From an optimization exercise on the open Yosys and OpenROAD flow, aimed at small area, a short achievable clock period and few clock cycles; shortcuts taken in it are not production practice. No activity file was given, so power comes from the tool's default toggle rates.

lane 1:
==> flow/design.v <==
module mont_step #(
    parameter W = 34
) (
    input  [W-1:0] s,
    input  [W-1:0] c,
    input          ci,
    input  [1:0]   a,
    input  [1:0]   an,
    input  [32:0]  b,
    input  [31:0]  n,
    output [W-1:0] s_o,
    output [W-1:0] c_o,
    output         ci_o
);
    localparam WT = W + 3;
    wire [WT-1:0] p0 = a[0] ? {{(WT-33){1'b0}}, b} : {WT{1'b0}};
    wire [WT-1:0] p1 = a[1] ? {{(WT-33){1'b0}}, b} : {WT{1'b0}};
    wire [WT-1:0] sx = {{(WT-W){1'b0}}, s};
    wire [WT-1:0] cx = {{(WT-W){1'b0}}, c};
    wire qp00 = !an[0] & b[0];
    wire qp01 = !an[0] & b[1];
    wire qp10 = !an[1] & b[0];
    wire [2:0] k0 = s[0] + c[0] + ci + qp00;
    wire q0  = s[0] ^ c[0] ^ ci ^ qp00;
    wire c0m = (k0 == 3'd1) | (k0 == 3'd2);      
    wire q1  = s[1] ^ c[1] ^ qp01 ^ (q0 & n[1]) ^ c0m ^ qp10;
    wire [WT-1:0] m0 = q0 ? {{(WT-32){1'b0}}, n} : {WT{1'b0}};
    wire [WT-1:0] m1 = q1 ? {{(WT-33){1'b0}}, n, 1'b0} : {WT{1'b0}};
    wire [WT-1:0] o2 = {p1[WT-2:0], ci};
    wire [WT-1:0] u1 = sx ^ cx ^ p0;
    wire [WT-1:0] v1 = {((sx & cx) | (sx & p0) | (cx & p0)), 1'b0};
    wire [WT-1:0] u2 = u1 ^ v1 ^ o2;
    wire [WT-1:0] v2 = {((u1 & v1) | (u1 & o2) | (v1 & o2)), 1'b0};
    wire [WT-1:0] u3 = u2 ^ v2 ^ m0;
    wire [WT-1:0] v3 = {((u2 & v2) | (u2 & m0) | (v2 & m0)), 1'b0};
    wire [WT-1:0] u4 = u3 ^ v3 ^ m1;
    wire [WT-1:0] v4 = (u3 & v3) | (u3 & m1) | (v3 & m1);
    assign s_o  = u4[W+1:2];
    assign c_o  = v4[W:1];
    assign ci_o = v4[0];
endmodule
`timescale 1ns / 1ps
module is_prime
#(
    parameter WIDTH = 32
) (
    input clk,
    input rst_n,
    input valid_i,
    output ready_i,
    input [WIDTH-1:0] number,
    output reg result,
    output valid_o,
    input ready_o
);
    localparam K  = 2;           
    localparam NC = 17;          
    localparam M  = K * NC;      
    localparam W  = 34;          
    localparam S_IDLE  = 0,
               S_CLASS = 1,
               S_SETUP = 2,      
               S_FIX   = 3,      
               S_MUL   = 4,      
               S_CONV  = 5,      
               S_DBL   = 6,      
               S_CHK   = 7,      
               S_DONE  = 8,
               S_HORN  = 9,      
               S_CHKW  = 10;     
    localparam NS = 11;
    localparam [1:0] OP_SQR  = 2'd0,     
                     OP_SQRC = 2'd1,     
                     OP_CHK  = 2'd3;     
    reg [NS-1:0] st;
    reg [1:0]   op;
    reg [31:0]  n;
    reg [34:0]  x;           
    reg [32:0]  ar;          
    reg [W-1:0] sr, cr;      
    reg         ci;
    reg [K-1:0] ab;          
    reg [K-1:0] abn;         
    reg [5:0]   cnt;
    reg [4:0]   e;           
    reg [4:0]   spos;        
    reg [4:0]   tpos;        
    reg [1:0]   base;        
    reg [1:0]   r3;
    reg [2:0]   r5, r7;
    reg [3:0]   r11, r13;
    reg [4:0]   r17, r19, r23;
    assign ready_i = st[S_IDLE];
    assign valid_o = st[S_DONE];
    wire nbit = n[e];
    reg  nbr;                
    wire at_s = (e == spos);
    wire any_zero = (r3 == 0) | (r5 == 0) | (r7 == 0) | (r11 == 0) |
                    (r13 == 0) | (r17 == 0) | (r19 == 0) | (r23 == 0);
    reg n_le1, n_eq2, small_n, small_prime;
    reg sp_in;
    always @(*) begin
        case (number[4:0])
            5'd3, 5'd5, 5'd7, 5'd11, 5'd13, 5'd17, 5'd19, 5'd23: sp_in = (number[31:5] == 0);
            default: sp_in = 1'b0;
        endcase
    end
    wire         mul = st[S_MUL];
    wire [W-1:0] s_nx, c_nx;
    wire         ci_nx;
    mont_step #(.W(W)) u_step (
        .s(sr), .c(cr), .ci(ci), .a(ab), .an(abn), .b(x[32:0]), .n(n),
        .s_o(s_nx), .c_o(c_nx), .ci_o(ci_nx)
    );
    wire [K*NC+K-1:0] xz = {{(K*NC+K-33){1'b0}}, x[32:0]};
    wire [K-1:0] ab_nx = xz[K * cnt + K +: K];
    localparam [1:0] H_DBL = 2'd0, H_ADD = 2'd1, H_RED = 2'd2;
    function [1:0] hop_of(input [1:0] b, input [3:0] k);
        begin
            hop_of = H_DBL;
            if (b == 1) begin              
                case (k)
                    4'd1, 4'd4: hop_of = H_ADD;
                    4'd2, 4'd5: hop_of = H_RED;
                    default:    hop_of = H_DBL;
                endcase
            end else begin                 
                case (k)
                    4'd1, 4'd4, 4'd7, 4'd11: hop_of = H_ADD;
                    4'd2, 4'd5, 4'd8, 4'd12: hop_of = H_RED;
                    default:                 hop_of = H_DBL;
                endcase
            end
        end
    endfunction
    wire hlast = (base == 1) ? (cnt[3:0] == 4'd5) : (cnt[3:0] == 4'd12);
    reg f_sum;               
    reg f_dbl, f_add, f_red, f_fix;
    reg f_ax;                
    reg nneg;                
    reg npos;                
    wire [34:0] n2   = {2'b00, n, 1'b0};
    wire [34:0] ca   = {1'b0, sr} | (f_dbl ? {x[33:0], 1'b0} : 35'd0)
                                  | (f_ax ? x : 35'd0);
    wire [34:0] cb   = {1'b0, cr} | (f_add ? {2'b00, ar} : 35'd0)
                                  | (nneg ? ~n2 : 35'd0) | (npos ? n2 : 35'd0);
    wire [34:0] sum  = ca + cb + {34'd0, nneg | ci};
    wire [32:0] y    = sum[32:0];
    reg  eq_m1, eq_1;        
    wire chk_pass = eq_m1 | (at_s & eq_1);
    reg [NS-1:0] st_n;
    reg [1:0] op_n;
    reg [4:0] e_n;
    reg [1:0] base_n;
    reg [5:0] cnt_n;
    reg       res_n;
    reg       setup_start;     
    task advance;
        begin
            st_n[S_MUL] = 1'b1;
            cnt_n = 0;
            if (at_s) op_n = OP_CHK;
            else begin op_n = OP_SQR; e_n = e - 1; end
        end
    endtask
    always @(*) begin
        st_n = {NS{1'b0}}; op_n = op; e_n = e; base_n = base; cnt_n = cnt + 1;
        res_n = result; setup_start = 1'b0;
        if (st[S_IDLE]) begin
            if (valid_i) st_n[S_CLASS] = 1'b1;
            else st_n[S_IDLE] = 1'b1;
        end
        if (st[S_CLASS]) begin
            if (!n[0] || n_le1) begin
                res_n = n_eq2;
                st_n[S_DONE] = 1'b1;
            end else begin
                base_n = 2'd0;
                setup_start = 1'b1;
            end
        end
        if (st[S_SETUP]) begin
            e_n = e - 1;
            if (cnt == M - 1 && base == 0 && (small_n || any_zero)) begin
                res_n = !any_zero | small_prime;
                st_n[S_DONE] = 1'b1;
            end else if (cnt == M - 1) begin
                e_n = tpos;
                st_n[S_FIX] = 1'b1;
            end else
                st_n[S_SETUP] = 1'b1;
        end
        if (st[S_FIX])
            advance;
        if (st[S_DBL])
            st_n[S_FIX] = 1'b1;
        if (st[S_HORN]) begin
            if (hlast) st_n[S_FIX] = 1'b1;
            else st_n[S_HORN] = 1'b1;
        end
        if (st[S_MUL]) begin
            if (cnt == NC - 1) st_n[S_CONV] = 1'b1;
            else st_n[S_MUL] = 1'b1;
        end
        if (st[S_CONV]) begin
            cnt_n = 0;
            case (op)
                OP_SQR: begin
                    if (nbr) begin       
                        if (base == 0) st_n[S_DBL] = 1'b1;
                        else st_n[S_HORN] = 1'b1;
                    end else advance;
                end
                OP_SQRC: begin op_n = OP_CHK; st_n[S_MUL] = 1'b1; end
                default: st_n[S_CHKW] = 1'b1;
            endcase
        end
        if (st[S_CHKW])
            st_n[S_CHK] = 1'b1;
        if (st[S_CHK]) begin
            cnt_n = 0;
            if (chk_pass) begin
                if (base == 2) begin
                    res_n = 1'b1;
                    st_n[S_DONE] = 1'b1;
                end else begin
                    base_n = base + 1;
                    setup_start = 1'b1;
                end
            end else if (e == 1) begin
                res_n = 1'b0;
                st_n[S_DONE] = 1'b1;
            end else begin
                op_n = OP_SQRC;
                e_n  = e - 1;
                st_n[S_MUL] = 1'b1;
            end
        end
        if (st[S_DONE]) begin
            if (ready_o) st_n[S_IDLE] = 1'b1;
            else st_n[S_DONE] = 1'b1;
        end
        if (setup_start) begin
            st_n[S_SETUP] = 1'b1;
            cnt_n = 0;
            e_n   = 5'd31;
        end
    end
    wire [1:0] hop_n  = hop_of(base_n, cnt_n[3:0]);
    wire       dbl_n  = st_n[S_SETUP] | st_n[S_DBL] | (st_n[S_HORN] & (hop_n == H_DBL));
    wire       add_n  = st_n[S_HORN] & (hop_n == H_ADD);
    wire       red_n  = st_n[S_HORN] & (hop_n == H_RED);
    wire       fix_n  = st_n[S_FIX];
    wire       cx_n   = st_n[S_CONV] & (op_n != OP_CHK);
    wire [34:0] x_nx = f_sum ? sum :
                       setup_start ? (st[S_CLASS] ? 35'd2 : (base == 0) ? 35'd7 : 35'd61) :
                       x;
    always @(posedge clk, negedge rst_n) begin
        if (!rst_n) begin
            st     <= {{(NS-1){1'b0}}, 1'b1};
            result <= 1'b0;
        end else begin
            st     <= st_n;
            result <= res_n;
        end
    end
    always @(posedge clk) begin
        op   <= op_n;
        e    <= e_n;
        base <= base_n;
        cnt  <= cnt_n;
        if (st[S_IDLE] && valid_i) begin
            n <= number;
            n_le1 <= (number[31:1] == 0);
            n_eq2 <= (number == 32'd2);
            small_n <= (number[31:9] == 0);
            small_prime <= sp_in;
        end
        eq_m1 <= (ar == {1'b0, n[31:1], 1'b0});
        eq_1  <= (ar == 33'd1);
        f_dbl <= dbl_n;
        f_add <= add_n;
        f_red <= red_n;
        f_fix <= fix_n;
        f_ax  <= add_n | red_n | fix_n;
        f_sum <= dbl_n | add_n | red_n | fix_n | cx_n;
        nneg <= (dbl_n & !x_nx[34]) | (red_n & !x[34]);
        npos <= (dbl_n | fix_n) & x_nx[34];
        ci <= mul & ci_nx;
        sr <= mul ? s_nx : {W{1'b0}};
        cr <= mul ? c_nx : {W{1'b0}};
        if (st_n[S_MUL] && !mul) begin
            ab  <= (op_n == OP_CHK) ? {{(K-1){1'b0}}, 1'b1} : x_nx[K-1:0];
            abn <= ~((op_n == OP_CHK) ? {{(K-1){1'b0}}, 1'b1} : x_nx[K-1:0]);
        end else begin
            ab  <= (op == OP_CHK) ? {K{1'b0}} : ab_nx;
            abn <= ~((op == OP_CHK) ? {K{1'b0}} : ab_nx);
        end
        x  <= x_nx;
        if (st[S_CONV])
            ar <= y;
        if (st[S_SETUP] && !cnt[5] && nbit && e != 0)
            spos <= e;
        if (setup_start)
            tpos <= 5'd0;
        else if (st[S_SETUP] && !cnt[5] && nbit && tpos == 0)
            tpos <= e;
        nbr <= nbit;
        if (!st[S_SETUP] || cnt == 0) begin
            r3 <= 0; r5 <= 0; r7 <= 0; r11 <= 0; r13 <= 0; r17 <= 0; r19 <= 0; r23 <= 0;
        end else begin
            r3  <= rmod3 ({r3,  nbr});
            r5  <= rmod5 ({r5,  nbr});
            r7  <= rmod7 ({r7,  nbr});
            r11 <= rmod11({r11, nbr});
            r13 <= rmod13({r13, nbr});
            r17 <= rmod17({r17, nbr});
            r19 <= rmod19({r19, nbr});
            r23 <= rmod23({r23, nbr});
        end
    end
    function [1:0] rmod3(input [2:0] t);  rmod3  = (t >= 3)  ? t - 3  : t; endfunction
    function [2:0] rmod5(input [3:0] t);  rmod5  = (t >= 5)  ? t - 5  : t; endfunction
    function [2:0] rmod7(input [3:0] t);  rmod7  = (t >= 7)  ? t - 7  : t; endfunction
    function [3:0] rmod11(input [4:0] t); rmod11 = (t >= 11) ? t - 11 : t; endfunction
    function [3:0] rmod13(input [4:0] t); rmod13 = (t >= 13) ? t - 13 : t; endfunction
    function [4:0] rmod17(input [5:0] t); rmod17 = (t >= 17) ? t - 17 : t; endfunction
    function [4:0] rmod19(input [5:0] t); rmod19 = (t >= 19) ? t - 19 : t; endfunction
    function [4:0] rmod23(input [5:0] t); rmod23 = (t >= 23) ? t - 23 : t; endfunction
endmodule
export LEC_CHECK = 0
export ABC_CLOCK_PERIOD_IN_PS = 3000
export CAP_MARGIN = 20
export CORE_MARGIN = 2
export CORE_UTILIZATION = 40
export SETUP_SLACK_MARGIN = 1.3
export SLEW_MARGIN = 20
create_clock -name core_clock -period 5.0 [get_ports {clk}]
run.sh (not shown) runs the stock make flow with config.mk's settings and CLKGATE_MAP_FILE= SYNTH_SCRIPT=/design/flow/synth_recipe.tcl, a recipe that flattens the netlist after the stock synthesis.
## Diff of input files: lane 2 against lane 1
--- a/flow/design.v
+++ b/flow/design.v
@@ -3,11 +3,10 @@
 ) (
     input  [W-1:0] s,
     input  [W-1:0] c,
     input          ci,
     input  [1:0]   a,
-    input  [1:0]   an,
     input  [32:0]  b,
     input  [31:0]  n,
     output [W-1:0] s_o,
     output [W-1:0] c_o,
     output         ci_o
@@ -15,17 +14,14 @@
     localparam WT = W + 3;
     wire [WT-1:0] p0 = a[0] ? {{(WT-33){1'b0}}, b} : {WT{1'b0}};
     wire [WT-1:0] p1 = a[1] ? {{(WT-33){1'b0}}, b} : {WT{1'b0}};
     wire [WT-1:0] sx = {{(WT-W){1'b0}}, s};
     wire [WT-1:0] cx = {{(WT-W){1'b0}}, c};
-    wire qp00 = !an[0] & b[0];
-    wire qp01 = !an[0] & b[1];
-    wire qp10 = !an[1] & b[0];
-    wire [2:0] k0 = s[0] + c[0] + ci + qp00;
-    wire q0  = s[0] ^ c[0] ^ ci ^ qp00;
+    wire [2:0] k0 = s[0] + c[0] + ci + p0[0];
+    wire q0  = s[0] ^ c[0] ^ ci ^ p0[0];
     wire c0m = (k0 == 3'd1) | (k0 == 3'd2);      
-    wire q1  = s[1] ^ c[1] ^ qp01 ^ (q0 & n[1]) ^ c0m ^ qp10;
+    wire q1  = s[1] ^ c[1] ^ p0[1] ^ (q0 & n[1]) ^ c0m ^ p1[0];
     wire [WT-1:0] m0 = q0 ? {{(WT-32){1'b0}}, n} : {WT{1'b0}};
     wire [WT-1:0] m1 = q1 ? {{(WT-33){1'b0}}, n, 1'b0} : {WT{1'b0}};
     wire [WT-1:0] o2 = {p1[WT-2:0], ci};
     wire [WT-1:0] u1 = sx ^ cx ^ p0;
     wire [WT-1:0] v1 = {((sx & cx) | (sx & p0) | (cx & p0)), 1'b0};
@@ -78,11 +74,10 @@
     reg [34:0]  x;           
     reg [32:0]  ar;          
     reg [W-1:0] sr, cr;      
     reg         ci;
     reg [K-1:0] ab;          
-    reg [K-1:0] abn;         
     reg [5:0]   cnt;
     reg [4:0]   e;           
     reg [4:0]   spos;        
     reg [4:0]   tpos;        
     reg [1:0]   base;        
@@ -107,11 +102,11 @@
     end
     wire         mul = st[S_MUL];
     wire [W-1:0] s_nx, c_nx;
     wire         ci_nx;
     mont_step #(.W(W)) u_step (
-        .s(sr), .c(cr), .ci(ci), .a(ab), .an(abn), .b(x[32:0]), .n(n),
+        .s(sr), .c(cr), .ci(ci), .a(ab), .b(x[32:0]), .n(n),
         .s_o(s_nx), .c_o(c_nx), .ci_o(ci_nx)
     );
     wire [K*NC+K-1:0] xz = {{(K*NC+K-33){1'b0}}, x[32:0]};
     wire [K-1:0] ab_nx = xz[K * cnt + K +: K];
     localparam [1:0] H_DBL = 2'd0, H_ADD = 2'd1, H_RED = 2'd2;
@@ -287,17 +282,14 @@
         nneg <= (dbl_n & !x_nx[34]) | (red_n & !x[34]);
         npos <= (dbl_n | fix_n) & x_nx[34];
         ci <= mul & ci_nx;
         sr <= mul ? s_nx : {W{1'b0}};
         cr <= mul ? c_nx : {W{1'b0}};
-        if (st_n[S_MUL] && !mul) begin
-            ab  <= (op_n == OP_CHK) ? {{(K-1){1'b0}}, 1'b1} : x_nx[K-1:0];
-            abn <= ~((op_n == OP_CHK) ? {{(K-1){1'b0}}, 1'b1} : x_nx[K-1:0]);
-        end else begin
-            ab  <= (op == OP_CHK) ? {K{1'b0}} : ab_nx;
-            abn <= ~((op == OP_CHK) ? {K{1'b0}} : ab_nx);
-        end
+        if (st_n[S_MUL] && !mul)
+            ab <= (op_n == OP_CHK) ? {{(K-1){1'b0}}, 1'b1} : x_nx[K-1:0];
+        else
+            ab <= (op == OP_CHK) ? {K{1'b0}} : ab_nx;
         x  <= x_nx;
         if (st[S_CONV])
             ar <= y;
         if (st[S_SETUP] && !cnt[5] && nbit && e != 0)
             spos <= e;
[summary]
- Lane 2 reports a higher critical path depth than lane 1 does.
- In lane 2 relative to lane 1, post-route non-filler standard cell count had gone down slightly.
- Later-pin clock latency in the skew report of lane 1 is on par with lane 2.
- Lane 2 vs lane 1 — via count dropped slightly
- Run comparison: lane 1 most common library cell in the layout ignoring fill and taps and2_1; lane 2 most common library cell in the layout ignoring fill and taps inv_1
- Lower post-detailed-routing wire length was reported by lane 2, not lane 1.
- From lane 1 to lane 2 the numbers moved as follows: maximum single-stage delay on the critical path saw a decrease, number of distinct library cells after synthesis saw an increase, internal portion of total power saw an increase, sequential share of layout area saw little to no change, remaining global-route overflow saw little to no change.
No functional check of the RTL was part of any run of this note.

what the ideal ports hide:
The results above use ideal ports. As a check the final layouts listed here were re-extracted and re-timed, cells and wires unchanged.
Step 1, drivers: a clkbuf_16 drives clk and a buf_2 each remaining input, both assumed.
Step 2 adds t to the input delays and takes it off the output delays; t is the mean of the earliest and latest rising clock arrival at the registers after step 1. Input paths then give back, and output paths get back, about the clock's delay inside the block.
a / b / c = no drivers / after step 1 / after step 2; a / b = the first two.
run	t (ns)	setup slack, ns	hold WS [ns]	worst setup path after step 2
lane 1	0.641	1.386 / 1.386 / 1.386	0.355 / 0.355 / 0.355	register to register
lane 2	0.633	1.494 / 1.494 / 1.056	0.352 / 0.352 / 0.352	input to register
After both steps setup and hold are still met in every run listed. The setup slack of lane 2, which loses most, moves by 0.000 ns with the drivers and by -0.438 ns with both steps.
